Source: an optimization exercise on an open RTL-to-GDS flow (aim: small area and a short achievable clock period). Production flows keep margins and buffers that such runs may drop. The RTL was checked by simulation tests, not by an equivalence proof against the original design. No run shown here takes its clock network from TritonCTS; it comes from the design's own scripts or RTL. The flow treats the clock pin as an ideal source. Dropping or thinning the clock tree relies on that and would not hold on a real chip. Power and IR drop assume default switching activity.

--- flow/config.mk ---
export PLATFORM = sky130hd
export DESIGN_NAME = PelicanMAC
export DESIGN_NICKNAME = PelicanMAC
export VERILOG_FILES = /design/flow/design.v
export SDC_FILE = /design/flow/constraint.sdc
export NUM_CORES = 4
export LEC_CHECK = 0
export CAP_MARGIN = 20
export CORE_MARGIN = 2
export CORE_UTILIZATION = 40
export SETUP_SLACK_MARGIN = 1.8
export SLEW_MARGIN = 20
export SYNTH_HIERARCHICAL = 1
export SYNTH_MINIMUM_KEEP_SIZE = 0
--- flow/constraint.sdc ---
create_clock -name core_clock -period 3.5 [get_ports {clk}]
set_input_delay 0.7000 -clock core_clock [delete_from_list [all_inputs] [get_ports {clk}]]
set_output_delay 0.7000 -clock core_clock [all_outputs]
set_load 0.01 [all_outputs]
--- flow/design.v ---
module XORmessage(f,s,d,k,r,h,x,e,
                  y);
input  f,s,d,k,r,h,x,e;
output y;
assign y = ((f & r) | (s & h)) ^ ((d & x) | (k & e));
endmodule
module XORmessage0(f,s,d,r,h,x,
                   y);
input  f,s,d,r,h,x;
output y;
assign y = ((f & r) | (s & h)) ^ (d & x);
endmodule
module XORmessage1(f,s,d,r,h,x,e,
                   y);
input  f,s,d,r,h,x,e;
output y;
assign y = ((f & r) | (s & h)) ^ ((d & x) | e);
endmodule
module GS(a3,a2,a1,a0,
          b3,b2,b1,b0);
input  a3,a2,a1,a0;
output b3,b2,b1,b0;
wire t0,t1,t2,t3,s1,s2;
assign t1 = a1 ^ ~(a0 & a2) ^ 1'b1;
assign t0 = a0 ^ ~(t1 & a3) ^ 1'b1;
assign t2 = a2 ^ ~(t0 | t1) ^ 1'b1;
assign t3 = ~(a3 ^ t2);
assign s1 = ~(t1 ^ t3);
assign s2 = t2 ^ ~(t0 & s1) ^ 1'b1;
assign b3 = t0;
assign b1 = s1;
assign b2 = s2;
assign b0 = t3;
endmodule
module SubCells(a0,a1,a2,a3,
                b0,b1,b2,b3);
input [31:0] a0,a1,a2,a3;
output[31:0] b0,b1,b2,b3;
genvar i;
generate
for (i = 0; i < 32; i = i + 1) begin : sb
    GS u(a3[i],a2[i],a1[i],a0[i],b3[i],b2[i],b1[i],b0[i]);
end
endgenerate
endmodule
module PermBits(a0,a1,a2,a3,
                b0,b1,b2,b3);
input [31:0] a0,a1,a2,a3;
output[31:0] b0,b1,b2,b3;
assign b0[0] = a0[0];
assign b0[24] = a0[1];
assign b0[16] = a0[2];
assign b0[8] = a0[3];
assign b0[1] = a0[4];
assign b0[25] = a0[5];
assign b0[17] = a0[6];
assign b0[9] = a0[7];
assign b0[2] = a0[8];
assign b0[26] = a0[9];
assign b0[18] = a0[10];
assign b0[10] = a0[11];
assign b0[3] = a0[12];
assign b0[27] = a0[13];
assign b0[19] = a0[14];
assign b0[11] = a0[15];
assign b0[4] = a0[16];
assign b0[28] = a0[17];
assign b0[20] = a0[18];
assign b0[12] = a0[19];
assign b0[5] = a0[20];
assign b0[29] = a0[21];
assign b0[21] = a0[22];
assign b0[13] = a0[23];
assign b0[6] = a0[24];
assign b0[30] = a0[25];
assign b0[22] = a0[26];
assign b0[14] = a0[27];
assign b0[7] = a0[28];
assign b0[31] = a0[29];
assign b0[23] = a0[30];
assign b0[15] = a0[31];
assign b1[8] = a1[0];
assign b1[0] = a1[1];
assign b1[24] = a1[2];
assign b1[16] = a1[3];
assign b1[9] = a1[4];
assign b1[1] = a1[5];
assign b1[25] = a1[6];
assign b1[17] = a1[7];
assign b1[10] = a1[8];
assign b1[2] = a1[9];
assign b1[26] = a1[10];
assign b1[18] = a1[11];
assign b1[11] = a1[12];
assign b1[3] = a1[13];
assign b1[27] = a1[14];
assign b1[19] = a1[15];
assign b1[12] = a1[16];
assign b1[4] = a1[17];
assign b1[28] = a1[18];
assign b1[20] = a1[19];
assign b1[13] = a1[20];
assign b1[5] = a1[21];
assign b1[29] = a1[22];
assign b1[21] = a1[23];
assign b1[14] = a1[24];
assign b1[6] = a1[25];
assign b1[30] = a1[26];
assign b1[22] = a1[27];
assign b1[15] = a1[28];
assign b1[7] = a1[29];
assign b1[31] = a1[30];
assign b1[23] = a1[31];
assign b2[16] = a2[0];
assign b2[8] = a2[1];
assign b2[0] = a2[2];
assign b2[24] = a2[3];
assign b2[17] = a2[4];
assign b2[9] = a2[5];
assign b2[1] = a2[6];
assign b2[25] = a2[7];
assign b2[18] = a2[8];
assign b2[10] = a2[9];
assign b2[2] = a2[10];
assign b2[26] = a2[11];
assign b2[19] = a2[12];
assign b2[11] = a2[13];
assign b2[3] = a2[14];
assign b2[27] = a2[15];
assign b2[20] = a2[16];
assign b2[12] = a2[17];
assign b2[4] = a2[18];
assign b2[28] = a2[19];
assign b2[21] = a2[20];
assign b2[13] = a2[21];
assign b2[5] = a2[22];
assign b2[29] = a2[23];
assign b2[22] = a2[24];
assign b2[14] = a2[25];
assign b2[6] = a2[26];
assign b2[30] = a2[27];
assign b2[23] = a2[28];
assign b2[15] = a2[29];
assign b2[7] = a2[30];
assign b2[31] = a2[31];
assign b3[24] = a3[0];
assign b3[16] = a3[1];
assign b3[8] = a3[2];
assign b3[0] = a3[3];
assign b3[25] = a3[4];
assign b3[17] = a3[5];
assign b3[9] = a3[6];
assign b3[1] = a3[7];
assign b3[26] = a3[8];
assign b3[18] = a3[9];
assign b3[10] = a3[10];
assign b3[2] = a3[11];
assign b3[27] = a3[12];
assign b3[19] = a3[13];
assign b3[11] = a3[14];
assign b3[3] = a3[15];
assign b3[28] = a3[16];
assign b3[20] = a3[17];
assign b3[12] = a3[18];
assign b3[4] = a3[19];
assign b3[29] = a3[20];
assign b3[21] = a3[21];
assign b3[13] = a3[22];
assign b3[5] = a3[23];
assign b3[30] = a3[24];
assign b3[22] = a3[25];
assign b3[14] = a3[26];
assign b3[6] = a3[27];
assign b3[31] = a3[28];
assign b3[23] = a3[29];
assign b3[15] = a3[30];
assign b3[7] = a3[31];
endmodule
module AddRoundKey(d,u,l,nl,
                   y);
input  d,u,l,nl;
output y;
assign y = (d & l) | (u & nl);
endmodule
module RoundFunction(a,
                     b);
input [127:0] a;
output[127:0] b;
wire [31:0] a0,a1,a2,a3;
wire [31:0] s0,s1,s2,s3;
wire [31:0] p0,p1,p2,p3;
genvar i;
generate
for (i = 0; i < 32; i = i + 1) begin : sl
    assign a0[i] = a[4*i];
    assign a1[i] = a[4*i+1];
    assign a2[i] = a[4*i+2];
    assign a3[i] = a[4*i+3];
    assign b[4*i]   = p0[i];
    assign b[4*i+1] = p1[i];
    assign b[4*i+2] = p2[i];
    assign b[4*i+3] = p3[i];
end
endgenerate
SubCells sc0(a0,a1,a2,a3,
             s0,s1,s2,s3);
PermBits pm0(s0,s1,s2,s3,
             p0,p1,p2,p3);
endmodule
module KeyUpdate(a,
                 b);
input [127:0] a;
output[127:0] b;
wire [31:0] a0,a1,a2,a3;
wire [31:0] b0,b1,b2,b3;
assign a0 = a[31:0];
assign a1 = a[63:32];
assign a2 = a[95:64];
assign a3 = a[127:96];
assign b3[0] = a0[12];
assign b3[1] = a0[13];
assign b3[2] = a0[14];
assign b3[3] = a0[15];
assign b3[4] = a0[0];
assign b3[5] = a0[1];
assign b3[6] = a0[2];
assign b3[7] = a0[3];
assign b3[8] = a0[4];
assign b3[9] = a0[5];
assign b3[10] = a0[6];
assign b3[11] = a0[7];
assign b3[12] = a0[8];
assign b3[13] = a0[9];
assign b3[14] = a0[10];
assign b3[15] = a0[11];
assign b3[16] = a0[18];
assign b3[17] = a0[19];
assign b3[18] = a0[20];
assign b3[19] = a0[21];
assign b3[20] = a0[22];
assign b3[21] = a0[23];
assign b3[22] = a0[24];
assign b3[23] = a0[25];
assign b3[24] = a0[26];
assign b3[25] = a0[27];
assign b3[26] = a0[28];
assign b3[27] = a0[29];
assign b3[28] = a0[30];
assign b3[29] = a0[31];
assign b3[30] = a0[16];
assign b3[31] = a0[17];
assign b0 = a1;
assign b1 = a2;
assign b2 = a3;
assign b = {b3,b2,b1,b0};
endmodule
module PelicanMAC(clk,rst,
             load_iv,
             load_k,
             load_m,
             din,
             dout,
             done);
input             clk,rst;
input             load_iv;
output            load_k;
output            load_m;
input     [127:0] din;
output    [127:0] dout;
output            done;
reg st_i, st_k, st_e, st_p, st_x, st_d;    
reg st_r, st_h, st_nk;                     
reg kc;                                    
reg [1:0] blok;                            
reg second;                                
reg last;                                  
reg lm;                                    
reg [5:0] q;                               
wire last_n = (st_e & (q == 6'd45)) | (st_p & (q == 6'd33));
wire b3     = (blok == 2'd3);
wire n_i = rst;
wire n_k = ~rst & (st_i | (st_k & ~kc) | (st_x & b3));
wire n_e = ~rst & ((st_k & kc) | (st_e & ~last));
wire n_x = ~rst & ((st_e & last & ~second) | (st_p & last));
wire n_p = ~rst & ((st_x & ~b3) | (st_p & ~last));
wire n_d = ~rst & (st_d | (st_e & last & second));
always @(posedge clk) begin
    st_i   <= n_i;
    st_k   <= n_k;
    st_e   <= n_e;
    st_p   <= n_p;
    st_x   <= n_x;
    st_d   <= n_d;
    st_r   <= n_e | n_p;
    st_h   <= n_i | n_k | n_x | n_d;
    st_nk  <= ~n_k;
    kc     <= ~rst & st_k & ~kc;
    blok   <= rst ? 2'd0 : blok + {1'b0, st_x};
    second <= ~rst & (second | (st_x & b3));
    last   <= ~rst & last_n;
    lm     <= ~rst & ((st_e & (q == 6'd45) & ~second) | (st_p & (q == 6'd33)));
    q      <= (st_k | st_x) ? 6'd1 : {q[4:0], ~(q[5] ^ q[4])};
end
assign load_k = st_k;
assign load_m = lm;
assign done   = st_d;
reg  [127:0] s;
reg  [127:0] k;
wire [127:0] sp;
wire [127:0] kuo;
wire rl = st_r & ~load_iv;       
wire hl = st_h & ~load_iv;       
wire xl = st_x | load_iv;        
wire el = st_e & ~load_iv;       
wire pl = st_p & ~load_iv;       
RoundFunction rf0(s, sp);
KeyUpdate ku0(k, kuo);
reg [127:0] kt, ke;
integer m;
always @(*) begin
    kt = 128'd0;
    ke = 128'd0;
    for (m = 0; m < 32; m = m + 1) begin
        kt[4*m+1] = k[m];     ke[4*m+1] = el;
        kt[4*m+2] = k[64+m];  ke[4*m+2] = el;
    end
    for (m = 0; m < 6; m = m + 1) begin
        kt[4*m+3] = q[m];     ke[4*m+3] = rl;
    end
end
wire [127:0] sn, kn;
genvar j;
generate
for (j = 0; j < 128; j = j + 1) begin : sb
    if (j % 4 == 0) begin : c1
        XORmessage1 mx(sp[j], s[j], din[j], rl, hl, xl, pl, sn[j]);
    end else if (j == 127) begin : c2
        XORmessage1 mx(sp[j], s[j], din[j], rl, hl, xl, rl, sn[j]);
    end else if ((j % 4 == 3) && (j / 4 >= 6)) begin : nc
        XORmessage0 mx(sp[j], s[j], din[j], rl, hl, xl, sn[j]);
    end else begin : wc
        XORmessage  mx(sp[j], s[j], din[j], kt[j], rl, hl, xl, ke[j], sn[j]);
    end
    AddRoundKey km(din[j], kuo[j], st_k, st_nk, kn[j]);
end
endgenerate
always @(posedge clk) begin
    s <= sn;
    k <= kn;
end
assign dout = s;
endmodule
--- flow/flow/run.sh ---
#!/bin/bash
# ORFS layout through the standard.sh, with
#  - the standard flow's synthesis script, but ABC mapping for area (flow/synth.tcl),
#  - plain buf_1 cells as port buffers (the resizer upsizes where needed),
#  - a hand-built two-level clock tree (flow/cts_hook.tcl) in place of
#    TritonCTS, for a low clock insertion delay.
set -euo pipefail
here=$(cd "$(dirname "$0")" && pwd)
export BUFFER_PORTS_ARGS="-buffer_cell sky130_fd_sc_hd__buf_1"
export PRE_CTS_TCL="$here/cts_hook.tcl"
export MCTS_RLEV=2 MCTS_LLEV=2
export MCTS_ROOT=sky130_fd_sc_hd__clkbuf_16 MCTS_LEAF=sky130_fd_sc_hd__clkbuf_16
bash standard.sh SYNTH_SCRIPT="$here/synth.tcl" > standard.log 2>&1
--- flow/flow/abc_area.script ---
strash
dch
map -a
--- flow/flow/cts_hook.tcl ---
# PRE_CTS hook: build a shallow, balanced clock tree by hand (see mancts.tcl)
# in place of TritonCTS; the rest of ORFS's CTS step (legalisation, timing
# repair) runs as usual.
source [file join [file dirname [info script]] mancts.tcl]
man_cts $::env(MCTS_RLEV) $::env(MCTS_LLEV) $::env(MCTS_ROOT) $::env(MCTS_LEAF)
set_propagated_clock [all_clocks]
rename clock_tree_synthesis ""
proc clock_tree_synthesis {args} {
  puts "clock_tree_synthesis skipped: clock tree built by cts_hook.tcl"
}
--- flow/flow/mancts.tcl ---
# Manual clock tree: the flip-flops are split by balanced recursive bisection
# of their placed positions into 2^(rlev+llev) groups; each group gets a leaf
# buffer at its centre, and each 2^llev neighbouring leaves a root buffer
# driven by the clock port (2^rlev roots). With llev 0 the roots drive the
# flip-flops directly.
proc man_cts {rlev llev rootcell leafcell} {
  set block [ord::get_db_block]
  set db [ord::get_db]
  set clknet [$block findNet clk]
  set sinks {}
  foreach it [$clknet getITerms] {
    lappend sinks $it
  }
  # positions
  set pts {}
  foreach it $sinks {
    set inst [$it getInst]
    set bb [$inst getBBox]
    lappend pts [list [expr {([$bb xMin]+[$bb xMax])/2}] [expr {([$bb yMin]+[$bb yMax])/2}]]
  }
  # balanced recursive bisection: split along the wider spread
  proc bisect {items levels} {
    if {$levels == 0} { return [list $items] }
    set xs {}; set ys {}
    foreach it $items { lappend xs [lindex $it 0]; lappend ys [lindex $it 1] }
    set xs [lsort -integer $xs]; set ys [lsort -integer $ys]
    set ax [expr {([lindex $xs end] - [lindex $xs 0]) >= ([lindex $ys end] - [lindex $ys 0]) ? 0 : 1}]
    set s [lsort -integer -index $ax $items]
    set h [expr {[llength $s] / 2}]
    return [concat [bisect [lrange $s 0 [expr {$h-1}]] [expr {$levels-1}]] [bisect [lrange $s $h end] [expr {$levels-1}]]]
  }
  proc centre {items} {
    set sx 0; set sy 0
    foreach it $items { incr sx [lindex $it 0]; incr sy [lindex $it 1] }
    set n [llength $items]
    return [list [expr {$sx / $n}] [expr {$sy / $n}]]
  }
  set items {}
  set i 0
  foreach p $pts { lappend items [list [lindex $p 0] [lindex $p 1] $i]; incr i }
  set groups [bisect $items [expr {$rlev + $llev}]]
  set lasg [lrepeat [llength $pts] 0]
  set lcs {}
  set g 0
  foreach grp $groups {
    lappend lcs [centre $grp]
    foreach it $grp { lset lasg [lindex $it 2] $g }
    incr g
  }
  set nleaf [expr {$llev > 0 ? [llength $groups] : 0}]
  set nroot [expr {1 << $rlev}]
  set per [expr {1 << $llev}]
  set rcs {}; set rasg {}
  for {set r 0} {$r < $nroot} {incr r} {
    set sub {}
    for {set l [expr {$r*$per}]} {$l < ($r+1)*$per} {incr l} { lappend sub [lindex $lcs $l]; lappend rasg $r }
    lappend rcs [centre $sub]
  }
  set rootm [$db findMaster $rootcell]
  set leafm [$db findMaster $leafcell]
  # root buffers
  set rnets {}
  for {set r 0} {$r < $nroot} {incr r} {
    set inst [odb::dbInst_create $block $rootm "mcts_root_$r"]
    $inst setLocation [lindex $rcs $r 0] [lindex $rcs $r 1]
    $inst setPlacementStatus PLACED
    set net [odb::dbNet_create $block "mcts_rnet_$r"]
    $net setSigType CLOCK
    [$inst findITerm A] connect $clknet
    [$inst findITerm X] connect $net
    lappend rnets $net
  }
  set dnets $rnets
  if {$nleaf > 0} {
    set dnets {}
    for {set l 0} {$l < $nleaf} {incr l} {
      set inst [odb::dbInst_create $block $leafm "mcts_leaf_$l"]
      $inst setLocation [lindex $lcs $l 0] [lindex $lcs $l 1]
      $inst setPlacementStatus PLACED
      set net [odb::dbNet_create $block "mcts_lnet_$l"]
      $net setSigType CLOCK
      [$inst findITerm A] connect [lindex $rnets [lindex $rasg $l]]
      [$inst findITerm X] connect $net
      lappend dnets $net
    }
  }
  set i 0
  foreach it $sinks {
    $it disconnect
    $it connect [lindex $dnets [lindex $lasg $i]]
    incr i
  }
}
--- flow/flow/synth.tcl ---
# The standard synthesis script (synth_recipe.tcl), except that ABC maps
# with flow/abc_area.script: area-oriented mapping without ABC's own
# buffering and sizing, which the placer's timing repair does instead.
# Registers, flattening and renaming are exactly as in synth_recipe.tcl.
set ::abc_area_script [file join [file dirname [info script]] abc_area.script]
proc synth {args} { yosys synth -nofsm -noshare {*}$args }
proc abc {args} {
  set i [lsearch -exact $args -script]
  if {$i >= 0} { lset args [expr {$i + 1}] $::abc_area_script }
  yosys abc {*}$args
}
source $::env(SCRIPTS_DIR)/synth.tcl
# left out here: clear keep_hierarchy, flatten, clean up, hide names made inside functions, write 1_2_yosys.v
--- flow/standard.sh ---
#!/bin/bash
# synth_recipe.tcl (not shown) runs the flow's synth.tcl, then flattens the netlist and writes it again
# the make line also repeats each setting of config.mk as NAME=value (left out here)
make -C /OpenROAD-flow-scripts/flow DESIGN_CONFIG=/design/flow/config.mk WORK_HOME=/design/flow/orfs CLKGATE_MAP_FILE= SYNTH_SCRIPT=/design/flow/synth_recipe.tcl "${@:-finish}"
==> run notes, run 1 <==
- Status: complete, no violations
- Clk pwr share: 14.2%
- DRT iter0 DRCs: 950
- Share of cells above drive strength 1: 51.6%
- Buffers added on ports: 261
- Static leakage: 8.04 nW
- Worst skew pair latency: 0.31 ns
- Max Cap Viol: 0
- Layout net count: 1985
- Routed Antenna Nets: 0
- Post-layout min period: 2.49 ns
- Largest net degree at the start of global routing: 71
- Fmax: 402 MHz
- Final Wtd Congestion: 0.851
- Reg2reg setup slack: 1.01 ns
- Crit path depth: 12
- GRT overflow: 0
- Top Ports: 262
- Most used cell, CP: nand2_2
- Bufs and invs on worst path: 0
- Rel. slew slack: 45.1%
- Most common cell after layout, fill and taps aside: buf_4
- VDD IR max: 0.000340 V
- WL per Instance: 24.7 µm
- Slew @ Worst Pin: 0.824 ns
- Worst path arrival time: 2.72 ns
- Post-route clock period utilization: 71.1%
- Met1 Use GR: 36.6%
- Tightest hold margin: 0.441 ns
- Setup TNS: 0 ns
- Seq cells post-synth: 277
- Power per Cell Area: 739 nW/µm²
- Commonest cells after routing, fill and taps aside: buf_4, buf_1, dfxtp_1
- Initial antenna violation count: 10
- Final setup violating endpoints: 0
- FP Rows: 69
- Critical path's slowest cell: dfxtp_4
- Top Family by Delay on Critical Path: XOR/XNOR gates
- Die H: 193 µm
- CP Capture Point: s[106]
- Critical Path Start: s[44]
- Crit end category: flop
- Reg clk slew, reported paths: 0.08 ns
- GR Util met2: 46.3%
- Worst Setup Start Kind: flop
- DRC errors left: 0
- Final hold vios: 0
- GRT Overall Usage: 28.1%
- Sw Share: 37.1%
- Logic pwr share: 55.9%
- Worst reg2reg path startpoint: s[44]
- Seq/Total Area, Yosys: 38.8%
- Vias after detailed routing: 12500
- HPWL after DPL: 34800 µm
- DRT Pass-1 Iters: 5
- Initial Utilization: 40.4%
- CP Max Fanout: 2
- Routed WL: 57200 µm
- Core ar.: 35400 µm²
- Syn Nets: 1620
- FF-to-FF path depth: 12
- Yosys Warn Count: 7
- Int Pwr: 0.00919 W
- Unrepaired setup endpoints after global routing: yes
- Worst Min Path Start: k[37]
- Worst reg2reg path endpoint: s[106]
- First-pass GRT wire length: 77800 µm
- Die Wd: 193 µm
- Gr busiest metal: met2
- Synth cell types: 18
- Drt via density: 5.38
- Crit-path cells: nand2_4, xnor2_4, nand2_2, xor2_2, nand2_2, xor2_2, xnor2_2, xor2_1, nand2_2, xnor2_4, a22oi_1, xor2_1
- Seq pwr share: 29.9%
- Area Growth Syn to Fin: 38.2%
- Mapped Area: 14300 µm²
- Skew final: 0.0119 ns
- Worst EP required: 3.73 ns
- P_sw: 0.00541 W
- Synth Instances: 1487
- CP Class: flop to flop
- Hold Path Class: flop to flop
- Vias in the first global route: 12200
- Critical path's largest stage delay: 0.39 ns
- Grt met3 use: 6.39%
- Die area: 37300 µm²
- Slew Viols, Final: 0
- Mapped Avg Cell Area: 9.61 µm²
power by group through the flow:
stage | Combinational (W) | Sequential, W | Clock [W]
after CTS | 0.00646 | 0.00427 | 0.00208
after floorplan | 0.00429 | 0.00422 | 0
after global placement | 0.00357 | 0.00431 | 0
final | 0.00816 | 0.00436 | 0.00208
after global routing | 0.00859 | 0.00440 | 0.00222
after detailed placement | 0.00363 | 0.00430 | 0
cells by family (layout without fill, tap and decap cells):
family	after synthesis	after routing	share of synthesized area (%)
xor gates and xnor gates	320	320	19.6
other	0	6	0
and+or+nand+nor	185	187	5.00
AOI/OAI and AO/OA	368	368	20.9
DFF	277	277	38.8
buffers and inverters	335	696	15.5
adders and majority gates	2	2	0.175
synthesized netlist by cell type, drive strengths merged:
| cell type | number | area share (%) |
|---|---|---|
| a21boi | 1 | 0.053 |
| a21oi | 37 | 1.3 |
| a22o | 128 | 9.0 |
| a22oi | 200 | 11 |
| a31oi | 1 | 0.044 |
| and3 | 1 | 0.053 |
| buf | 256 | 13 |
| clkinv | 79 | 2.1 |
| dfxtp | 277 | 39 |
| ha | 2 | 0.18 |
| nand2 | 154 | 4.0 |
| nand4 | 3 | 0.13 |
| nor2 | 22 | 0.58 |
| nor3 | 3 | 0.11 |
| o21a | 1 | 0.053 |
| or2 | 2 | 0.088 |
| xnor2 | 96 | 5.9 |
| xor2 | 224 | 14 |
state kept, by name, summed over array words and instances (netlist names), 2 cells and up:
register  flops
blok          2
k           128
q             6
s           128
metal layers:
metal  part of all wire, %  wire length, µm  vias up
li1                      -                -     5577
met1                    40            22800     6169
met2                    47            26700      569
met3                   9.0             5160      137
met4                   4.3             2460       12
met5                  0.15               87        -
area by class of cell:
| class | instances | area, µm² |
|---|---|---|
| fill | 2992 | 15600 |
| multi-input combinational | 877 | 8570 |
| sequential | 277 | 5810 |
| timing repair buffer | 597 | 3950 |
| tap | 461 | 577 |
| buffer | 20 | 500 |
| inverter | 79 | 338 |
| antenna | 6 | 15.0 |
what timing repair did:
item,CTS,global route
gates resized for setup,350,271
hold buffers,0,0
setup endpoints to repair,155,178
setup buffers,244,70
pin swaps,215,256
cloned,3,3
endpoints found under the hold margin,0,0
modules after synthesis (local to each module, per instance), a selection:
module       flops+latches  times used  area [µm²]
GS                       0          32        75.1
XORmessage0              0          25        20.0
PermBits                 0           1         961
XORmessage1              0          33        21.3
AddRoundKey              0         128        10.0
XORmessage               0          70        23.8
PelicanMAC             277           1        5820
KeyUpdate                0           1         961
worst min-delay path by stage:
| stage | to | slack [ns] | cells past startpoint |
|---|---|---|---|
| final | k[5] | 0.44 | 1 |
| after global routing | k[2] | 0.46 | 1 |
| after CTS | k[5] | 0.45 | 1 |
| after detailed placement | k[21] | 0.43 | 1 |
| after global placement | k[18] | 0.43 | 1 |
| after floorplan | q[2] | 0.42 | 2 |
metrics by stage:
| stage | setup slack [ns] | power, W | util (%) | instances | area [µm²] |
|---|---|---|---|---|---|
| global placement | 0.554 | 0.00788 | 40.1 | 1971 | 14200 |
| finish | 1.01 | 0.0146 | 55.8 | 2317 | 19800 |
| detailed placement | 0.508 | 0.00793 | 40.1 | 1971 | 14200 |
| global route | 0.971 | 0.0152 | 55.8 | 2311 | 19700 |
| floorplan | 0.761 | 0.00851 | - | 1487 | 14300 |
| CTS | 1.11 | 0.0128 | 50.9 | 2238 | 18000 |
==> run 2: changes to the inputs <==
==> flow/flow/synth.tcl (replaced) <==
# The standard synthesis script (synth_recipe.tcl), except that ABC maps
# the S-box module GS first with ORFS's speed script, then everything else
# with flow/abc_area.script: area-oriented mapping without ABC's own buffering
# and sizing, which the placer's timing repair does instead. Registers,
# flattening and renaming are exactly as in synth_recipe.tcl.
set ::abc_area_script [file join [file dirname [info script]] abc_area.script]
proc synth {args} { yosys synth -nofsm -noshare {*}$args }
proc abc {args} {
  set i [lsearch -exact $args -script]
  if {$i >= 0} {
    yosys abc {*}$args GS
    lset args [expr {$i + 1}] $::abc_area_script
  }
  yosys abc {*}$args
}
source $::env(SCRIPTS_DIR)/synth.tcl
# left out here: clear keep_hierarchy, flatten, clean up, hide names made inside functions, write 1_2_yosys.v
--- a/flow/config.mk
+++ b/flow/config.mk
@@ -8,7 +8,7 @@
 export CAP_MARGIN = 20
 export CORE_MARGIN = 2
 export CORE_UTILIZATION = 40
-export SETUP_SLACK_MARGIN = 1.8
+export SETUP_SLACK_MARGIN = 2.0
 export SLEW_MARGIN = 20
 export SYNTH_HIERARCHICAL = 1
 export SYNTH_MINIMUM_KEEP_SIZE = 0
==> run 2 against run 1 <==
Sequential power down 4%. First-iteration DRC count up 33%. Critical path depth down 5. Setup slack better by 0.82 ns. Flip-flop and latch count unchanged. Clock power about the same. Global-route usage up 0.62 points. Total power down 30%. Utilization down 2.7 points. Synthesized cell count up 6.5%. Clock skew up 0.0044 ns. Synthesized area up 5.6%. Highest routed layer unchanged.
==> run notes, run 2 <==
- Post-Synth XOR/XNOR Area: 13.0%
- GRT Overall Usage: 28.8%
- Grt met3 use: 6.95%
- Synth cell types: 23
- FF-to-FF path depth: 5
- Rel. slew slack: 64.3%
- CP Capture Point: s[46]
- Static leakage: 7.38 nW
- Final Util: 53.1%
- Slew @ Worst Pin: 0.533 ns
- Adder-Cell Fraction of Synth Area: 0.166%
- FP Rows: 71
- Met1 Use GR: 36.3%
- Hold Path Class: flop to flop
- DP Area: 14700 µm²
- DRC errors left: 0
- Worst reg2reg path endpoint: s[106]
- Design area: 19900 µm²
- Top Ports: 262
- Unrepaired setup endpoints after global routing: yes
- Core ar.: 37400 µm²
- Final Wtd Congestion: 0.833
- Layout net count: 1922
- Share of the synthesized area in the top cell type: 36.7%
- Synth Area in Compound Gates: 24.6%
- Leading registers by flop count: k (128), s (128), q (6)
- Mapped Area: 15100 µm²
- Initial Utilization: 40.4%
- Initial antenna violation count: 8
- Die H: 198 µm
- VDD IR max: 0.000258 V
- Yosys top cell by area: dfxtp_1
- Routed Antenna Nets: 0
- Die Wd: 198 µm
- Mapped Avg Cell Area: 9.54 µm²
- Final hold vios: 0
- Reg clk slew, reported paths: 0.08 ns
- Yosys Warn Count: 7
- Commonest cells after routing, fill and taps aside: dfxtp_1, buf_4, buf_1
- Seq cells post-synth: 277
- Buffers added on ports: 261
- Max Cap Viol: 0
- Most used DFF post-synth: dfxtp_1
- GRT overflow: 0
- Final setup violating endpoints: 0
- DRT Pass-1 Iters: 6
- Syn Nets: 1716
- Ranking of synthesized cells by area: dfxtp_1, buf_4, a22oi_1, a22o_2, xor2_1
- Crit end category: flop
- Skew final: 0.0163 ns
- Vias in the first global route: 12300
- Critical Path Start: load_iv
- Asr flop ratio synth: 0%
- First-pass GRT wire length: 82600 µm
- Gr busiest metal: met2
- Vias after detailed routing: 13500
- Worst Setup Start Kind: primary input
- Post-layout min period: 1.66 ns
- Simple-Gate Fraction of Synth Area: 6.59%
- Seq/Total Area, Yosys: 36.7%
- Setup WS pre-CTS: 1.11 ns
- Post-synth EDFFs: 0
- Combinational family with the most area after synthesis: compound AO/OA/AOI/OAI gates
- CP Max Fanout: 8
- Area Growth Syn to Fin: 31.5%
- Synth Instances: 1583
- Worst reg2reg path startpoint: s[47]
- Fmax: 601 MHz
- Status: complete, no violations
- Post-route clock period utilization: 47.6%
- Worst EP required: 3.74 ns
- DRT iter0 DRCs: 1266
- Worst path arrival time: 1.90 ns
- Commonest cells in the netlist: buf_4, dfxtp_1, a22oi_1, a22o_2, xor2_1
- Largest net degree at the start of global routing: 72
- CP Class: primary input to flop
- Share of cells above drive strength 1: 43.1%
- Setup ws final: 1.84 ns
- Power per Cell Area: 517 nW/µm²
- Die area: 39300 µm²
- Worst skew pair latency: 0.32 ns
- Count leader, synth: buf_4
- Reg2reg setup slack: 1.93 ns
- Fill cell count: 3353
- Setup TNS: 0 ns
- Multiplexer share of the synthesized area: 4.24%
- HPWL after DPL: 34400 µm
- WL per Instance: 27.7 µm
- Drt via density: 5.87
- Routed WL: 63800 µm
- Post-CTS Hold Fix Bufs: 0
- Slew Viols, Final: 0
- GR Util met2: 46.0%
==> run 2: changes by cell type after synthesis, moves of 64 or more <==
cell      change
xor2_1       -96
mux2i_1      +64
nand2_1      -64
a21oi_1      +64
clkinv_1     -64
==> run 2: per-module statistics from Yosys (local to each module, per instance), a selection <==
| module | flops+latches | cells inside |
|---|---|---|
| PelicanMAC | 277 | 335 |
| AddRoundKey | 0 | 1 |
| PermBits | 0 | 128 |
| XORmessage | 0 | 3 |
| GS | 0 | 15 |
| XORmessage1 | 0 | 3 |
| KeyUpdate | 0 | 128 |
==> run 2: how the worst min path moves through the flow <==
stage,start,to,cells past startpoint
after floorplan,q[1],q[2],2
after global placement,k[58],k[26],1
after detailed placement,k[107],k[75],1
after CTS,k[113],k[81],1
after global routing,k[61],k[29],1
final,kc,kc,1
==> run 2: layer usage <==
layer	vias up	routed length [µm]	part of all wire, %
met5	-	42	0.066
met2	730	28700	45
li1	5924	-	-
met1	6673	25100	39
met4	6	3890	6.1
met3	199	6130	9.6
==> run 2: logic make-up after synthesis <==
group                    Yosys count
adder cells (fa/ha/maj)            2
buffers and inverters            303
AO/OA/AOI/OAI                    496
multiplexers                      64
XOR/XNOR                         224
flip-flops                       277
AND/OR/NAND/NOR                  217
==> run 2: critical path: stages <==
cell,delay [ns]
buf_12,0.10
or2_4,0.24
buf_12,0.16
buf_12,0.13
buf_16,0.15
a22oi_2,0.24
xor2_1,0.16
==> run 2: metrics by stage <==
| stage | total power (W) | hold slack (ns) | instances |
|---|---|---|---|
| floorplan | 0.00691 | 0.416 | 1583 |
| global placement | 0.00680 | 0.428 | 2076 |
| detailed placement | 0.00684 | 0.430 | 2076 |
| CTS | 0.00978 | 0.446 | 2257 |
| global route | 0.0106 | 0.453 | 2300 |
| finish | 0.0103 | 0.443 | 2304 |
==> run 2: repair_timing <==
action	in CTS	in global routing
endpoints found under the setup margin	274	227
setup buffers	144	21
pin swaps	6	18
cloned	17	20
gates resized for setup	532	203
==> run 2: layout make-up <==
| class | instances | area [µm²] | area share [%] |
|---|---|---|---|
| timing repair buffer | 472 | 4490 | 22.6 |
| multi-input combinational | 1003 | 8130 | 41.0 |
| antenna | 6 | 15.0 | 0.0756 |
| inverter | 15 | 57.6 | 0.290 |
| tap | 511 | 639 | 3.22 |
| sequential | 277 | 6020 | 30.3 |
| buffer | 20 | 500 | 2.52 |
==> run 2: report_power, final <==
part	internal (W)	switching (W)	total, W	leakage, nW
Sequential	0.00371	0.000468	0.00418	2.39
Combinational	0.00192	0.00206	0.00398	4.75
Clock	0.00102	0.00109	0.00211	0.246
==> run 3: changes to the inputs <==
--- a/flow/config.mk
+++ b/flow/config.mk
@@ -8,7 +8,7 @@
 export CAP_MARGIN = 20
 export CORE_MARGIN = 2
 export CORE_UTILIZATION = 40
-export SETUP_SLACK_MARGIN = 2.0
+export SETUP_SLACK_MARGIN = 1.8
 export SLEW_MARGIN = 20
 export SYNTH_HIERARCHICAL = 1
 export SYNTH_MINIMUM_KEEP_SIZE = 0
==> run 3 against run 2 <==
Still clean. Combinational power decreased by 41%. Clock skew decreased by 0.0025 ns. Total power decreased by 13%. Utilization decreased by 11 points. Sequential power increased by 8.6%. Register-to-register slack got worse by 0.08 ns. Sequential share of layout area increased by 6.4 points. Flip-flop and latch count unchanged. Critical endpoint is now dout[19].
==> run notes, run 3 <==
- Skew final: 0.0138 ns
- CP Max Fanout: 9
- Routed WL: 49700 µm
- Vias in the first global route: 10900
- Tightest hold margin: 0.445 ns
- Most common cell after layout, fill and taps aside: buf_1
- WL per Instance: 23.4 µm
- VDD IR max: 0.000219 V
- Die H: 198 µm
- Largest net degree at the start of global routing: 69
- Critical path's slowest cell: dfxtp_2
- HPWL after DPL: 35400 µm
- Share of cells above drive strength 1: 20.4%
- Synth Instances: 1583
- Max layer used: met5
- FP Rows: 71
- Layout net count: 1738
- Post-synth EDFFs: 0
- First-pass GRT wire length: 72000 µm
- Power per Cell Area: 572 nW/µm²
- Hold Path Depth: 1
- Seq cells post-synth: 277
- Worst EP required: 2.80 ns
- Unrepaired setup endpoints after global routing: yes
- Slew @ Worst Pin: 0.820 ns
- Wl on met1: 22000 µm
- Crit path depth: 1
- Crit-path cells: buf_1
- Setup TNS: 0 ns
- Slew Viols, Final: 0
- Static leakage: 5.41 nW
- Routed Antenna Nets: 0
- Critical path's largest stage delay: 0.48 ns
- Met3 Routed Length: 3430 µm
- Share of the synthesized area in the top cell type: 36.7%
- DRC errors left: 0
- Mapped Area: 15100 µm²
- Yosys Warn Count: 7
- Final Wtd Congestion: 0.812
- Mapped Avg Cell Area: 9.54 µm²
- Status: complete, no violations
- Final hold vios: 0
- Commonest cells in the netlist: buf_4, dfxtp_1, a22oi_1, a22o_2, xor2_1
- Vias after detailed routing: 11900
- Worst path arrival time: 0.98 ns
- Ranking of synthesized cells by area: dfxtp_1, buf_4, a22oi_1, a22o_2, xor2_1
- Most used DFF post-synth: dfxtp_1
- Die area: 39300 µm²
- DRT Pass-1 Iters: 6
- Crit end category: output pin
- Post-layout min period: 1.68 ns
- Worst Setup Start Kind: flop
- Commonest cells after routing, fill and taps aside: buf_1, a22oi_1, dfxtp_1
- Asr flop ratio synth: 0%
- Syn Nets: 1716
- Yosys top cell by area: dfxtp_1
- FF-to-FF path depth: 2
- Area Growth Syn to Fin: 3.81%
- Reg clk slew, reported paths: 0.08 ns
- Seq/Total Area, Yosys: 36.7%
- DRT iter0 DRCs: 787
- GRT Overall Usage: 24.2%
- Top Family by Delay on Critical Path: flip-flops
- Met2 wire length: 22900 µm
- CP Class: flop to output pin
- Die Wd: 198 µm
- Bufs and invs on worst path: 1
- Count leader, synth: buf_4
- Final setup violating endpoints: 0
- Drt via density: 5.60
- Rel. slew slack: 45.3%
- Post-route clock period utilization: 48.0%
- Hold Path Class: flop to flop
- Initial antenna violation count: 8
- Max Cap Viol: 0
- Fill cell count: 3714
- GRT overflow: 0
- Worst skew pair latency: 0.31 ns
- Initial Utilization: 40.4%
- Leading registers by flop count: k (128), s (128), q (6)
- Top Ports: 262
- Fmax: 595 MHz
- Synth cell types: 23
- Core ar.: 37400 µm²
- Buffers added on ports: 261
run 3: per-module statistics from Yosys (local to each module, per instance), a selection:
module	flops+latches	cell area [µm²]
AddRoundKey	0	10.0
GS	0	100
KeyUpdate	0	961
PelicanMAC	277	5820
PermBits	0	961
XORmessage	0	23.8
XORmessage0	0	20.0
XORmessage1	0	21.3
run 3: path summary, 6_finish.rpt:
| check | to | slack [ns] | from |
|---|---|---|---|
| max | dout[19] | 1.82 | s[19] |
| min | k[81] | 0.45 | k[113] |
| max reg2reg | k[1] | 1.85 | st_nk |
| min reg2reg | k[81] | 0.45 | k[113] |
run 3: repair_timing:
| action | 4_1_cts | 5_1_grt |
|---|---|---|
| endpoints found under the setup margin | 237 | 64 |
| buffers inserted | 11 | 0 |
| pin swaps | 3 | 1 |
| hold buffers | 0 | 0 |
| resized for setup | 126 | 37 |
| gates cloned | 1 | 0 |
run 3: per-layer routing:
layer	GRT usage (%)	vias to the layer above
li1	-	5551
met4	6.40	6
met5	0	-
met2	39.0	385
met1	33.5	5859
met3	3.92	69
run 3: cells by family (layout without fill, tap and decap cells):
family	after synthesis	in the layout	share of synthesized area [%]
flip-flops	277	277	36.7
other	0	7	0
multiplexers	64	64	4.24
XOR/XNOR	224	224	13.0
adder cells (fa/ha/maj)	2	2	0.166
buffers and inverters	303	322	14.7
AO/OA/AOI/OAI	496	496	24.6
AND/OR/NAND/NOR	217	218	6.59
run 3: through the flow:
stage / std cells / utilization [%] / worst slack [ns] / instance area [µm²] / power, W
after detailed placement: 2082 / 39.5 / 0.946 / 14800 / 0.00684
after global routing: 2118 / 41.9 / 1.77 / 15700 / 0.00941
after floorplan: 1583 / - / 0.761 / 15100 / 0.00691
final: 2121 / 41.9 / 1.82 / 15700 / 0.00897
after CTS: 2114 / 41.7 / 1.80 / 15600 / 0.00898
after global placement: 2082 / 39.5 / 1.00 / 14800 / 0.00680
run 3: cell type report:
cell class	instances	area (µm²)	share of cell area [%]
well taps	511	639	4.08
flip-flops and latches	277	5750	36.7
inverters	15	56.3	0.359
plain buffers	20	500	3.19
diodes	7	17.5	0.112
repair buffers	287	1320	8.45
multi-input cells	1004	7380	47.1
run 3: power by group:
group	total, W	leakage [nW]	internal [W]	switching, W
registers	0.00454	2.35	0.00369	0.000848
logic	0.00235	2.81	0.00112	0.00124
clock network	0.00208	0.247	0.00102	0.00105
total	0.00897	5.41	0.00583	0.00314
==> run 4: changes to the inputs <==
--- a/flow/flow/synth.tcl
+++ b/flow/flow/synth.tcl
@@ -1,5 +1,6 @@
 # The standard synthesis script (synth_recipe.tcl), except that ABC maps
-# the S-box module GS first with ORFS's speed script, then everything else
+# the S-box module GS and the key-input module AddRoundKey first with ORFS's
+# speed script, then everything else
 # with flow/abc_area.script: area-oriented mapping without ABC's own buffering
 # and sizing, which the placer's timing repair does instead. Registers,
 # flattening and renaming are exactly as in synth_recipe.tcl.
@@ -9,6 +10,7 @@
   set i [lsearch -exact $args -script]
   if {$i >= 0} {
     yosys abc {*}$args GS
+    yosys abc {*}$args AddRoundKey
     lset args [expr {$i + 1}] $::abc_area_script
   }
   yosys abc {*}$args
--- a/flow/config.mk
+++ b/flow/config.mk
@@ -7,7 +7,7 @@
 export LEC_CHECK = 0
 export CAP_MARGIN = 20
 export CORE_MARGIN = 2
-export CORE_UTILIZATION = 40
+export CORE_UTILIZATION = 60
 export SETUP_SLACK_MARGIN = 1.8
 export SLEW_MARGIN = 20
 export SYNTH_HIERARCHICAL = 1
==> run 4 against run 3 <==
Utilization rose by 21 points. Final cell count down 9.2%. Routed wire length down 6.8%. Highest routed layer is now met4. Critical path type unchanged. Global-route usage is 9.4 points higher. Sequential share of layout area grew 0.68 points. Synthesized cell count unchanged. Synthesized area is 1.1% lower. Largest cell class unchanged. Maximum frequency is 4.2% lower. Sequential power hardly changed. Still clean on timing, DRC and antenna. Total power is 0.90% lower.
==> run notes, run 4 <==
- Worst EP required: 2.80 ns
- Post-layout min period: 1.75 ns
- Routed Antenna Nets: 0
- Seq cells post-synth: 277
- Skew final: 0.0173 ns
- Yosys top cell by area: dfxtp_1
- Die area: 26200 µm²
- Post-CTS Hold Fix Bufs: 0
- Critical path's slowest cell: dfxtp_4
- Worst path arrival time: 1.05 ns
- DRT Pass-1 Iters: 5
- DRT iter0 DRCs: 1297
- Setup TNS: 0 ns
- Post-route clock period utilization: 50.1%
- Met1 Use GR: 48.2%
- Post-synth EDFFs: 0
- Top Ports: 262
- Worst Setup Start Kind: flop
- Crit-path cells: buf_1
- Share of the synthesized area in the top cell type: 37.1%
- Commonest cells in the netlist: buf_4, dfxtp_1, a22oi_1, a22o_1, xor2_1
- Commonest cells after routing, fill and taps aside: buf_1, a22oi_1, dfxtp_1
- Syn Nets: 1716
- Sw Share: 34.8%
- FP Rows: 57
- Grt met3 use: 4.93%
- Fmax: 570 MHz
- Largest net degree at the start of global routing: 69
- Synth cell types: 23
- Buffers added on ports: 261
- Reg clk slew, reported paths: 0.08 ns
- Rel. slew slack: 52.7%
- Final Wtd Congestion: 0.840
- Int Pwr: 0.00580 W
- Top Family by Delay on Critical Path: flip-flops
- Final setup violating endpoints: 0
- Hold Path Class: flop to flop
- Setup WS pre-CTS: 1.18 ns
- Clk pwr share: 23.2%
- # diodes: 0
- Crit end category: output pin
- Seq/Total Area, Yosys: 37.1%
- Asr flop ratio synth: 0%
- Leading registers by flop count: k (128), s (128), q (6)
- Worst skew pair latency: 0.31 ns
- Gr busiest metal: met2
- First-pass GRT wire length: 67700 µm
- Die Wd: 162 µm
- Static leakage: 5.36 nW
- GR Util met2: 52.8%
- Multi-input logic area: 7220 µm²
- Layout net count: 1737
- Slew @ Worst Pin: 0.709 ns
- Bufs and invs on worst path: 1
- Drt via density: 6.21
- Power per Cell Area: 580 nW/µm²
- Unrepaired setup endpoints after global routing: yes
- Mapped Avg Cell Area: 9.43 µm²
- Synth Instances: 1583
- Core ar.: 24400 µm²
- Fill cell count: 2145
- Seq pwr share: 51.0%
- Final hold vios: 0
- Setup ws final: 1.75 ns
- Ranking of synthesized cells by area: dfxtp_1, buf_4, a22oi_1, a22o_1, xor2_1
- Logic pwr share: 25.8%
- Register area: 5740 µm²
- Vias after detailed routing: 12000
- Vias in the first global route: 10800
- Routed WL: 46300 µm
- Yosys Warn Count: 7
- Initial antenna violation count: 0
- Initial Utilization: 61.2%
- Critical path's largest stage delay: 0.56 ns
- P_sw: 0.00309 W
- Max Cap Viol: 0
- Area Growth Syn to Fin: 2.71%
- Most common cell after layout, fill and taps aside: buf_1
- Status: complete, no violations
- Slew Viols, Final: 0
- DRC errors left: 0
- CP Class: flop to output pin
- Share of cells above drive strength 1: 11.7%
- Mapped Area: 14900 µm²
- VDD IR max: 0.000339 V
- Most used DFF post-synth: dfxtp_1
- HPWL after DPL: 29800 µm
- GRT Overall Usage: 33.6%
- WL per Instance: 24.1 µm
- CP Max Fanout: 11
- Die H: 162 µm
- Count leader, synth: buf_4
- GRT overflow: 0
[run 4: changes by cell type in the layout (fill, tap and decap cells not counted), moves of 2 or more]
cell and delta:
a22oi_2 -2, buf_1 +8, a22oi_1 +2, buf_6 -3
buf_4 -4, buf_16 +7, diode_2 -7, dfxtp_2 +5
buf_2 -8, dfxtp_4 -6, a22o_2 -128, a22o_1 +128
[run 4: area by class of cell]
cell class / count / share of cell area [%]
Multi-Input combinational cell: 1004 / 47.0
Sequential cell: 277 / 37.4
Timing Repair Buffer: 286 / 9.27
Buffer: 20 / 3.26
Tap cell: 324 / 2.64
Inverter: 15 / 0.391
[run 4: worst paths after layout]
| kind | start | to | slack (ns) | depth (start not counted) |
|---|---|---|---|---|
| worst min register to register | k[113] | k[81] | 0.44 | 1 |
| worst max-delay path | st_k | load_k | 1.75 | 1 |
| worst max register to register | st_nk | k[92] | 1.88 | 2 |
| worst min-delay path | k[113] | k[81] | 0.44 | 1 |
[run 4: kinds of logic after synthesis]
family	share of synthesized area, %
AO/OA/AOI/OAI	23.8
XOR/XNOR	13.1
adder cells (fa/ha/maj)	0.168
buffers and inverters	14.9
flip-flops	37.1
multiplexers	4.29
AND/OR/NAND/NOR	6.66
[run 4: modules after synthesis (local to each module, per instance), a selection]
| module | flops+latches | cells | copies in the design | area [µm²] |
|---|---|---|---|---|
| XORmessage | 0 | 3 | 70 | 23.8 |
| PelicanMAC | 277 | 335 | 1 | 5820 |
| GS | 0 | 15 | 32 | 100 |
| KeyUpdate | 0 | 128 | 1 | 961 |
| XORmessage0 | 0 | 3 | 25 | 20.0 |
| PermBits | 0 | 128 | 1 | 961 |
| AddRoundKey | 0 | 1 | 128 | 8.76 |
| XORmessage1 | 0 | 3 | 33 | 21.3 |
[run 4: through the flow]
stage | total power, W | instance area, µm² | hold WS (ns) | std cells | utilization (%)
floorplan | 0.00687 | 15000 | 0.416 | 1583 | -
global placement | 0.00668 | 14400 | 0.423 | 1893 | 58.9
detailed placement | 0.00672 | 14400 | 0.424 | 1893 | 58.9
CTS | 0.00880 | 15200 | 0.438 | 1924 | 62.4
global route | 0.00928 | 15300 | 0.460 | 1926 | 62.9
finish | 0.00889 | 15300 | 0.437 | 1926 | 62.9
[run 4: routing by layer]
| layer | part of all wire, % | wire length, µm |
|---|---|---|
| met4 | 3.0 | 1380 |
| met3 | 8.5 | 3950 |
| met1 | 44 | 20200 |
| met2 | 45 | 20800 |
| met5 | 0 | 0 |
[run 4: repair_timing]
| action | 4_1_cts | 5_1_grt |
|---|---|---|
| pin swaps | 3 | 0 |
| resized for setup | 90 | 61 |
| endpoints found under the setup margin | 247 | 106 |
| setup buffers | 6 | 2 |
| cloned | 5 | 0 |
[run 4: power groups by stage]
stage / Sequential [W] / Clock (W) / Combinational (W)
finish: 0.00454 / 0.00206 / 0.00229
global route: 0.00461 / 0.00218 / 0.00249
CTS: 0.00448 / 0.00205 / 0.00227
detailed placement: 0.00452 / 0 / 0.00220
global placement: 0.00451 / 0 / 0.00217
floorplan: 0.00428 / 0 / 0.00259
==> run 5: changes to the inputs <==
--- a/flow/config.mk
+++ b/flow/config.mk
@@ -7,7 +7,7 @@
 export LEC_CHECK = 0
 export CAP_MARGIN = 20
 export CORE_MARGIN = 2
-export CORE_UTILIZATION = 60
+export CORE_UTILIZATION = 50
 export SETUP_SLACK_MARGIN = 1.8
 export SLEW_MARGIN = 20
 export SYNTH_HIERARCHICAL = 1
==> run 5 against run 4 <==
Still clean. Design area up 0.22%. Final cell count up 3.3%. Routed wire length is 0.38% higher. Utilization down 11 points. Critical path depth unchanged. Synthesized cell count did not move. Maximum frequency grew 4.2%. Die area increased by 19%. Largest power group unchanged.
==> run notes, run 5 <==
- Die area: 31300 µm²
- Yosys top cell by area: dfxtp_1
- Final setup violating endpoints: 0
- Worst reg2reg path startpoint: st_k
- Static leakage: 5.35 nW
- FF-to-FF path depth: 5
- Multiplexer share of the synthesized area: 4.29%
- Initial antenna violation count: 0
- Power per Cell Area: 578 nW/µm²
- Slew @ Worst Pin: 0.517 ns
- Placed insts: 1957
- Reg clk slew, reported paths: 0.08 ns
- Share of cells above drive strength 1: 11.9%
- DRT Pass-1 Iters: 5
- Setup TNS: 0 ns
- Commonest cells in the netlist: buf_4, dfxtp_1, a22oi_1, a22o_1, xor2_1
- DRC errors left: 0
- Post-Layout Cell Count: 1990
- Clk pwr share: 23.1%
- Routed Antenna Nets: 0
- Bufs and invs on worst path: 1
- Seq cells post-synth: 277
- Post-layout min period: 1.68 ns
- Critical path's slowest cell: dfxtp_2
- Crit-path cells: buf_1
- Routed WL: 46500 µm
- Die Wd: 177 µm
- Layout net count: 1735
- Worst Hold Path EP: k[89]
- Die H: 177 µm
- Adder-Cell Fraction of Synth Area: 0.168%
- Post-route clock period utilization: 48.1%
- Worst Min Path Start: k[121]
- P_sw: 0.00308 W
- Final Util: 52.0%
- Count leader, synth: buf_4
- Rel. slew slack: 65.5%
- Logic pwr share: 26.0%
- WL per Instance: 23.4 µm
- Yosys Warn Count: 7
- Vias after detailed routing: 11800
- GRT Overall Usage: 28.3%
- Combinational family with the most area after synthesis: compound AO/OA/AOI/OAI gates
- First-pass GRT wire length: 67500 µm
- Seq/Total Area, Yosys: 37.1%
- Vias in the first global route: 10600
- Ranking of synthesized cells by area: dfxtp_1, buf_4, a22oi_1, a22o_1, xor2_1
- Sw Share: 34.7%
- Post-synth EDFFs: 0
- CP Max Fanout: 9
- Most used DFF post-synth: dfxtp_1
- Core ar.: 29600 µm²
- Mapped Avg Cell Area: 9.43 µm²
- Largest net degree at the start of global routing: 104
- Simple-Gate Fraction of Synth Area: 6.66%
- Seq pwr share: 50.9%
- Hold Path Depth: 1
- Most common cell after layout, fill and taps aside: buf_1
- Buffers added on ports: 261
- Critical path's largest stage delay: 0.49 ns
- Worst path arrival time: 0.98 ns
- Worst EP required: 2.80 ns
- Unrepaired setup endpoints after global routing: yes
- Worst skew pair latency: 0.31 ns
- Final hold vios: 0
- Area Growth Syn to Fin: 2.94%
- FP Rows: 63
- Crit end category: output pin
- Worst reg2reg path endpoint: q[0]
- Top Family by Delay on Critical Path: flip-flops
- Synth Instances: 1583
- HPWL after DPL: 31500 µm
- Final Wtd Congestion: 0.827
- Drt via density: 5.91
- Skew final: 0.00919 ns
- Int Pwr: 0.00580 W
- Initial Utilization: 50.5%
- Syn Nets: 1716
- Post-Synth XOR/XNOR Area: 13.1%
- Mapped Area: 14900 µm²
- Synth Area in Compound Gates: 23.8%
- Leading registers by flop count: k (128), s (128), q (6)
- GRT overflow: 0
- Max Cap Viol: 0
- CP Class: flop to output pin
- Share of the synthesized area in the top cell type: 37.1%
- Slew Viols, Final: 0
- # diodes: 0
- Reg2reg setup slack: 1.92 ns
- Worst Setup Start Kind: flop
- DRT iter0 DRCs: 996
- Synth cell types: 23
- Status: complete, no violations
- Hold Path Class: flop to flop
- Asr flop ratio synth: 0%
- VDD IR max: 0.000250 V
- Fmax: 594 MHz
- Commonest cells after routing, fill and taps aside: buf_1, a22oi_1, dfxtp_1
- Top Ports: 262
run 5: changes by cell type in the layout (fill, tap and decap cells not counted), sizes merged:
cell and delta:
buf -5, clkbuf +3
run 5: how the worst max path moves through the flow:
stage / to / cells past startpoint / start / slack, ns
floorplan: s[0] / 3 / load_iv / 0.76
global placement: s[106] / 5 / load_iv / 1.25
detailed placement: s[110] / 5 / load_iv / 1.20
CTS: dout[21] / 1 / s[21] / 1.80
global route: s[122] / 5 / load_iv / 1.77
finish: dout[31] / 1 / s[31] / 1.82
run 5: metal layers:
metal	up-vias	GRT usage [%]	wire length, µm
met4	0	8.37	1500
met1	5696	40.5	20700
met2	453	44.5	21000
li1	5541	-	-
met5	-	0	0
met3	69	3.84	3330
run 5: modules after synthesis (local to each module, per instance), a selection:
module | times used | flops+latches
AddRoundKey | 128 | 0
GS | 32 | 0
KeyUpdate | 1 | 0
PelicanMAC | 1 | 277
PermBits | 1 | 0
XORmessage | 70 | 0
XORmessage0 | 25 | 0
XORmessage1 | 33 | 0
run 5: power groups by stage:
| stage | registers (W) | logic, W | clock network, W |
|---|---|---|---|
| 2_1_floorplan | 0.00428 | 0.00259 | 0 |
| 3_5_place_dp | 0.00452 | 0.00223 | 0 |
| 3_3_place_gp | 0.00450 | 0.00221 | 0 |
| 4_1_cts | 0.00449 | 0.00229 | 0.00208 |
| 6_report | 0.00452 | 0.00231 | 0.00205 |
| 5_1_grt | 0.00460 | 0.00251 | 0.00220 |
run 5: area by class of cell:
type                            instances  area, µm²
Timing Repair Buffer                  284       1360
Fill cell                            2828      14200
Sequential cell                       277       5750
Tap cell                              390        488
Inverter                               15       60.1
Multi-Input combinational cell       1004       7220
Buffer                                 20        500
run 5: through the flow:
stage | hold WS [ns] | area, µm² | setup WS, ns | power (W)
6_report | 0.439 | 15400 | 1.82 | 0.00888
4_1_cts | 0.440 | 15300 | 1.80 | 0.00886
2_1_floorplan | 0.416 | 15000 | 0.761 | 0.00687
3_5_place_dp | 0.425 | 14500 | 1.20 | 0.00675
3_3_place_gp | 0.423 | 14500 | 1.25 | 0.00671
5_1_grt | 0.449 | 15400 | 1.77 | 0.00931
run 5: repair_timing:
action / CTS / global route
buffers inserted: 9 / 2
endpoints found under the setup margin: 219 / 136
pin swaps: 2 / 0
cloned: 2 / 0
hold endpoints to repair: 0 / 0
hold buffers: 0 / 0
resized for setup: 104 / 55
run 5: kinds of logic after synthesis:
kind of cell	Yosys count
flops	277
fa+ha+maj	2
mux	64
buf+inv	303
simple gates	217
xor+xnor	224
compound gates	496
==> run 6: changes to the inputs <==
--- a/flow/config.mk
+++ b/flow/config.mk
@@ -7,8 +7,8 @@
 export LEC_CHECK = 0
 export CAP_MARGIN = 20
 export CORE_MARGIN = 2
-export CORE_UTILIZATION = 50
-export SETUP_SLACK_MARGIN = 1.8
+export CORE_UTILIZATION = 40
+export SETUP_SLACK_MARGIN = 1.9
 export SLEW_MARGIN = 20
 export SYNTH_HIERARCHICAL = 1
 export SYNTH_MINIMUM_KEEP_SIZE = 0
==> run 6 against run 5 <==
Still clean on timing, DRC and antenna. Clock skew up 0.0078 ns. Combinational power up 22%. Global-route usage fell by 2.4 points. Sequential power decreased by 2%. Utilization decreased by 5.8 points. Clock power about the same. Via count grew 5.0%. Sequential share of layout area decreased by 1.9 points. Largest cell class unchanged.
==> run notes, run 6 <==
- Worst Min Path Start: k[61]
- Most used DFF post-synth: dfxtp_1
- Worst reg2reg path startpoint: st_e
- Vias after detailed routing: 12400
- Ranking of synthesized cells by area: dfxtp_1, buf_4, a22oi_1, a22o_1, xor2_1
- Skew final: 0.0170 ns
- HPWL after DPL: 34800 µm
- Critical path's largest stage delay: 0.23 ns
- Mapped Avg Cell Area: 9.43 µm²
- Post-route clock period utilization: 46.4%
- Post-layout min period: 1.62 ns
- Asr flop ratio synth: 0%
- Initial antenna violation count: 2
- Crit end category: flop
- Yosys top cell by area: dfxtp_1
- Tightest hold margin: 0.439 ns
- GRT overflow: 0
- Buffers added on ports: 261
- Fmax: 616 MHz
- Worst skew pair latency: 0.31 ns
- Worst Setup Start Kind: primary input
- Met3 Routed Length: 3940 µm
- Seq cells post-synth: 277
- CP Class: primary input to flop
- Commonest cells in the netlist: buf_4, dfxtp_1, a22oi_1, a22o_1, xor2_1
- Die area: 38900 µm²
- Setup TNS: 0 ns
- Vias in the first global route: 11300
- Critical path's slowest cell: or2_4
- Layout net count: 1810
- Share of the synthesized area in the top cell type: 37.1%
- Unrepaired setup endpoints after global routing: yes
- Status: complete, no violations
- WL per Instance: 25.1 µm
- Met2 wire length: 24500 µm
- Slew @ Worst Pin: 0.530 ns
- Worst reg2reg path endpoint: s[105]
- Setup ws final: 1.88 ns
- VDD IR max: 0.000229 V
- Largest net degree at the start of global routing: 88
- Area Growth Syn to Fin: 13.6%
- Max layer used: met4
- Top Ports: 262
- Top Family by Delay on Critical Path: buffers and inverters
- Die H: 197 µm
- Final Util: 46.2%
- Rel. slew slack: 64.5%
- Bufs and invs on worst path: 4
- Post-Layout Cell Count: 2145
- Worst path arrival time: 1.87 ns
- Mapped Area: 14900 µm²
- Die Wd: 197 µm
- Drt via density: 5.76
- Initial Utilization: 40.7%
- Core ar.: 36700 µm²
- Most used cell, CP: buf_12
- Routed Antenna Nets: 0
- Seq/Total Area, Yosys: 37.1%
- Yosys Warn Count: 7
- Synth cell types: 23
- Wl on met1: 23400 µm
- Reg clk slew, reported paths: 0.08 ns
- Synth Instances: 1583
- Final setup violating endpoints: 0
- Max Cap Viol: 0
- Worst EP required: 3.74 ns
- Final hold vios: 0
- Final Wtd Congestion: 0.825
- CP Max Fanout: 8
- FF-to-FF path depth: 5
- DRT iter0 DRCs: 998
- First-pass GRT wire length: 75800 µm
- Share of cells above drive strength 1: 24.7%
- Power per Cell Area: 549 nW/µm²
- GRT Overall Usage: 25.9%
- FP Rows: 70
- Syn Nets: 1716
- Post-synth EDFFs: 0
- Count leader, synth: buf_4
- Fill cell count: 3553
- Multi-input logic area: 7450 µm²
- Worst Hold Path EP: k[29]
- Hold Path Depth: 1
- Post-CTS Hold Fix Bufs: 0
- Slew Viols, Final: 0
- Placed insts: 2040
- Commonest cells after routing, fill and taps aside: a22oi_1, buf_1, dfxtp_1
- DRC errors left: 0
- Routed WL: 53800 µm
- Reg2reg setup slack: 1.92 ns
- Crit-path cells: buf_12, or2_4, buf_8, buf_12, buf_16, a22oi_2, xor2_1
- Hold Path Class: flop to flop
- DRT Pass-1 Iters: 5
- Static leakage: 6.20 nW
- Leading registers by flop count: k (128), s (128), q (6)
- Setup WS pre-CTS: 1.13 ns
- Register area: 6030 µm²
run 6: area by class of cell:
class | instances | area share [%]
well taps | 468 | 3.45
diodes | 2 | 0.0295
multi-input cells | 1004 | 43.9
plain buffers | 20 | 2.95
inverters | 15 | 0.339
repair buffers | 359 | 13.8
flip-flops and latches | 277 | 35.5
run 6: worst register-to-register path, stage by stage (launching register included):
cell      delay [ns]
dfxtp_1         0.40
clkinv_1        0.16
nor2_4          0.19
buf_12          0.33
a22oi_1         0.19
xor2_1          0.19
run 6: how the worst max path moves through the flow:
stage               depth (start not counted)    start      to  slack (ns)
detailed placement                          5  load_iv   s[58]        1.13
global placement                            5  load_iv  s[119]        1.17
global route                                7  load_iv   s[21]        1.83
CTS                                         7  load_iv   s[54]        1.86
floorplan                                   3  load_iv    s[0]        0.76
finish                                      7  load_iv  s[121]        1.88
run 6: what timing repair did:
action	CTS	global route
gates resized for setup	349	90
pin swaps	10	21
endpoints found under the setup margin	257	205
setup buffers	27	46
cloned	7	3
run 6: Yosys stat by module, one instance, submodules excluded, excerpt:
module | times used | cell area, µm²
PelicanMAC | 1 | 5820
KeyUpdate | 1 | 961
PermBits | 1 | 961
GS | 32 | 100
XORmessage | 70 | 23.8
XORmessage1 | 33 | 21.3
XORmessage0 | 25 | 20.0
AddRoundKey | 128 | 8.76
run 6: layer usage:
| metal | vias to the layer above | global-route usage [%] |
|---|---|---|
| met5 | - | 0 |
| met4 | 0 | 7.99 |
| met3 | 85 | 4.06 |
| met2 | 503 | 41.1 |
| met1 | 6063 | 36.1 |
| li1 | 5701 | - |
run 6: metrics by stage:
stage               total power [W]  cell area [µm²]
floorplan                   0.00687            15000
global placement            0.00676            14600
detailed placement          0.00680            14600
CTS                         0.00913            16300
global route                0.00974            17000
finish                      0.00931            17000
run 6: logic make-up after synthesis:
group	share of synthesized area, %
compound gates	23.8
xor+xnor	13.1
fa+ha+maj	0.168
buf+inv	14.9
flops	37.1
mux	4.29
simple gates	6.66
run 6: report_power, final:
group | switching [W] | internal, W
logic | 0.00149 | 0.00133
registers | 0.000704 | 0.00372
clock network | 0.00104 | 0.00102
==> run 7: changes to the inputs <==
--- a/flow/config.mk
+++ b/flow/config.mk
@@ -8,7 +8,7 @@
 export CAP_MARGIN = 20
 export CORE_MARGIN = 2
 export CORE_UTILIZATION = 40
-export SETUP_SLACK_MARGIN = 1.9
+export SETUP_SLACK_MARGIN = 1.85
 export SLEW_MARGIN = 20
 export SYNTH_HIERARCHICAL = 1
 export SYNTH_MINIMUM_KEEP_SIZE = 0
==> run 7 against run 6 <==
Via count is 2.9% lower. Largest power group unchanged. Utilization is 2.6 points lower. Clock power hardly changed. Worst hold slack worse by 0.0055 ns. Critical endpoint is now dout[94]. Setup slack worse by 0.0079 ns. Routed wire length is 3.4% lower. Still clean. Critical path type is now flop to output pin.
==> run notes, run 7 <==
- Ranking of synthesized cells by area: dfxtp_1, buf_4, a22oi_1, a22o_1, xor2_1
- Synth cell types: 23
- FP Rows: 70
- Crit end category: output pin
- Max layer used: met5
- Wl on met1: 22800 µm
- Worst Setup Start Kind: flop
- HPWL after DPL: 34300 µm
- Power per Cell Area: 565 nW/µm²
- Post-Synth XOR/XNOR Area: 13.1%
- Seq cells post-synth: 277
- Static leakage: 5.59 nW
- Commonest cells after routing, fill and taps aside: buf_1, a22oi_1, dfxtp_1
- Skew final: 0.0157 ns
- Slew @ Worst Pin: 0.771 ns
- Critical path's largest stage delay: 0.42 ns
- Post-CTS Hold Fix Bufs: 0
- Most used DFF post-synth: dfxtp_1
- Met2 wire length: 23900 µm
- Commonest cells in the netlist: buf_4, dfxtp_1, a22oi_1, a22o_1, xor2_1
- Worst Hold Path EP: k[85]
- Final Util: 43.6%
- Worst EP required: 2.80 ns
- Worst path arrival time: 0.93 ns
- Die Wd: 197 µm
- Top Family by Delay on Critical Path: flip-flops
- Unrepaired setup endpoints after global routing: no
- Largest net degree at the start of global routing: 70
- FF-to-FF path depth: 2
- Worst Min Path Start: k[117]
- Post-route clock period utilization: 46.6%
- Final hold vios: 0
- Share of cells above drive strength 1: 16.4%
- VDD IR max: 0.000298 V
- CP Class: flop to output pin
- Routed Antenna Nets: 0
- Final setup violating endpoints: 0
- Status: complete, no violations
- Worst reg2reg path startpoint: st_nk
- Reg2reg setup slack: 1.93 ns
- GRT Overall Usage: 25.3%
- Buffers added on ports: 261
- Asr flop ratio synth: 0%
- Max Cap Viol: 0
- Vias in the first global route: 11100
- Rel. slew slack: 48.6%
- Multi-input logic area: 7370 µm²
- Die area: 38900 µm²
- Fmax: 613 MHz
- Leading registers by flop count: k (128), s (128), q (6)
- Final Wtd Congestion: 0.814
- Count leader, synth: buf_4
- Bufs and invs on worst path: 1
- Post-layout min period: 1.63 ns
- Mapped Avg Cell Area: 9.43 µm²
- WL per Instance: 24.9 µm
- Routed WL: 51900 µm
- Initial antenna violation count: 4
- First-pass GRT wire length: 74200 µm
- DRT iter0 DRCs: 932
- Layout net count: 1747
- Met3 Routed Length: 3910 µm
- Share of the synthesized area in the top cell type: 37.1%
- Hold Path Class: flop to flop
- Post-synth EDFFs: 0
- Worst reg2reg path endpoint: k[9]
- Multiplexer share of the synthesized area: 4.29%
- Core ar.: 36700 µm²
- Vias after detailed routing: 12000
- DRC errors left: 0
- Seq/Total Area, Yosys: 37.1%
- Fill cell count: 3590
- CP Max Fanout: 7
- Yosys top cell by area: dfxtp_1
- Yosys Warn Count: 7
- Top Ports: 262
- Mapped Area: 14900 µm²
- Synth Area in Compound Gates: 23.8%
- Final Power: 0.00905 W
- DRT Pass-1 Iters: 5
- Synth Instances: 1583
- Combinational family with the most area after synthesis: compound AO/OA/AOI/OAI gates
- Worst skew pair latency: 0.31 ns
- Crit-path cells: buf_1
- Slew Viols, Final: 0
- Die H: 197 µm
- Hold Path Depth: 1
- Setup TNS: 0 ns
- Adder-Cell Fraction of Synth Area: 0.168%
- Most common cell after layout, fill and taps aside: buf_1
- Initial Utilization: 40.7%
- Drt via density: 5.76
- Reg clk slew, reported paths: 0.08 ns
- Critical path's slowest cell: dfxtp_2
- Simple-Gate Fraction of Synth Area: 6.66%
- Register area: 5890 µm²
- Area Growth Syn to Fin: 7.23%
- GRT overflow: 0
- Syn Nets: 1716
run 7: cell counts after synthesis:
No cell type changed its count.
run 7: per-module statistics from Yosys, one instance, submodules excluded, a selection:
module | flops+latches | cells inside | times used
AddRoundKey | 0 | 1 | 128
KeyUpdate | 0 | 128 | 1
XORmessage | 0 | 3 | 70
GS | 0 | 15 | 32
XORmessage1 | 0 | 3 | 33
PermBits | 0 | 128 | 1
XORmessage0 | 0 | 3 | 25
PelicanMAC | 277 | 335 | 1
run 7: cells by family (layout without fill, tap and decap cells):
group,count (synthesis),count (layout)
other,0,3
buffers and inverters,303,331
adder cells (fa/ha/maj),2,2
flip-flops,277,277
XOR/XNOR,224,224
AND/OR/NAND/NOR,217,218
AO/OA/AOI/OAI,496,496
multiplexers,64,64
run 7: how the worst max path moves through the flow:
stage               startpoint  endpoint  slack, ns  depth (start not counted)
floorplan              load_iv      s[0]       0.76                          3
global route             s[94]  dout[94]       1.85                          1
detailed placement     load_iv     s[46]       1.13                          5
CTS                    load_iv    s[106]       1.83                          6
finish                   s[94]  dout[94]       1.87                          1
global placement       load_iv     s[77]       1.18                          5
run 7: what timing repair did:
| action | 4_1_cts | 5_1_grt |
|---|---|---|
| resized for setup | 203 | 76 |
| pin swaps | 7 | 1 |
| cloned | 5 | 2 |
| setup buffers | 14 | 4 |
| endpoints found under the setup margin | 296 | 109 |
run 7: power breakdown:
part,internal (W),switching [W],total [W]
registers,0.00371,0.000844,0.00455
logic,0.00114,0.00129,0.00244
clock network,0.00102,0.00104,0.00206
total,0.00587,0.00318,0.00905
run 7: final cells by class:
| class | count | area share [%] |
|---|---|---|
| sequential | 277 | 36.8 |
| antenna | 3 | 0.0469 |
| inverter | 15 | 0.352 |
| tap | 468 | 3.66 |
| timing repair buffer | 296 | 9.98 |
| buffer | 20 | 3.12 |
| multi-input combinational | 1004 | 46.0 |
run 7: per-layer routing:
metal  vias to the layer above  track usage [%]
met5                         -                0
met3                        62             4.34
li1                       5570                -
met2                       460             41.3
met1                      5896             34.9
met4                         2             5.93
run 7: per-stage QoR:
stage	worst slack, ns	cells	area [µm²]	hold WS [ns]
after global routing	1.85	2082	16000	0.451
after global placement	1.18	2035	14500	0.422
final	1.87	2083	16000	0.434
after detailed placement	1.13	2035	14500	0.424
after CTS	1.83	2074	15700	0.439
after floorplan	0.761	1583	15000	0.416

Check on run 7: ideal ports give 1.869 ns setup slack; a clkbuf_16 on the clock port and buf_2 on the inputs give 1.759 ns; moving port delays by the midpoint clock arrival (0.412 ns) as well gives 1.538 ns.
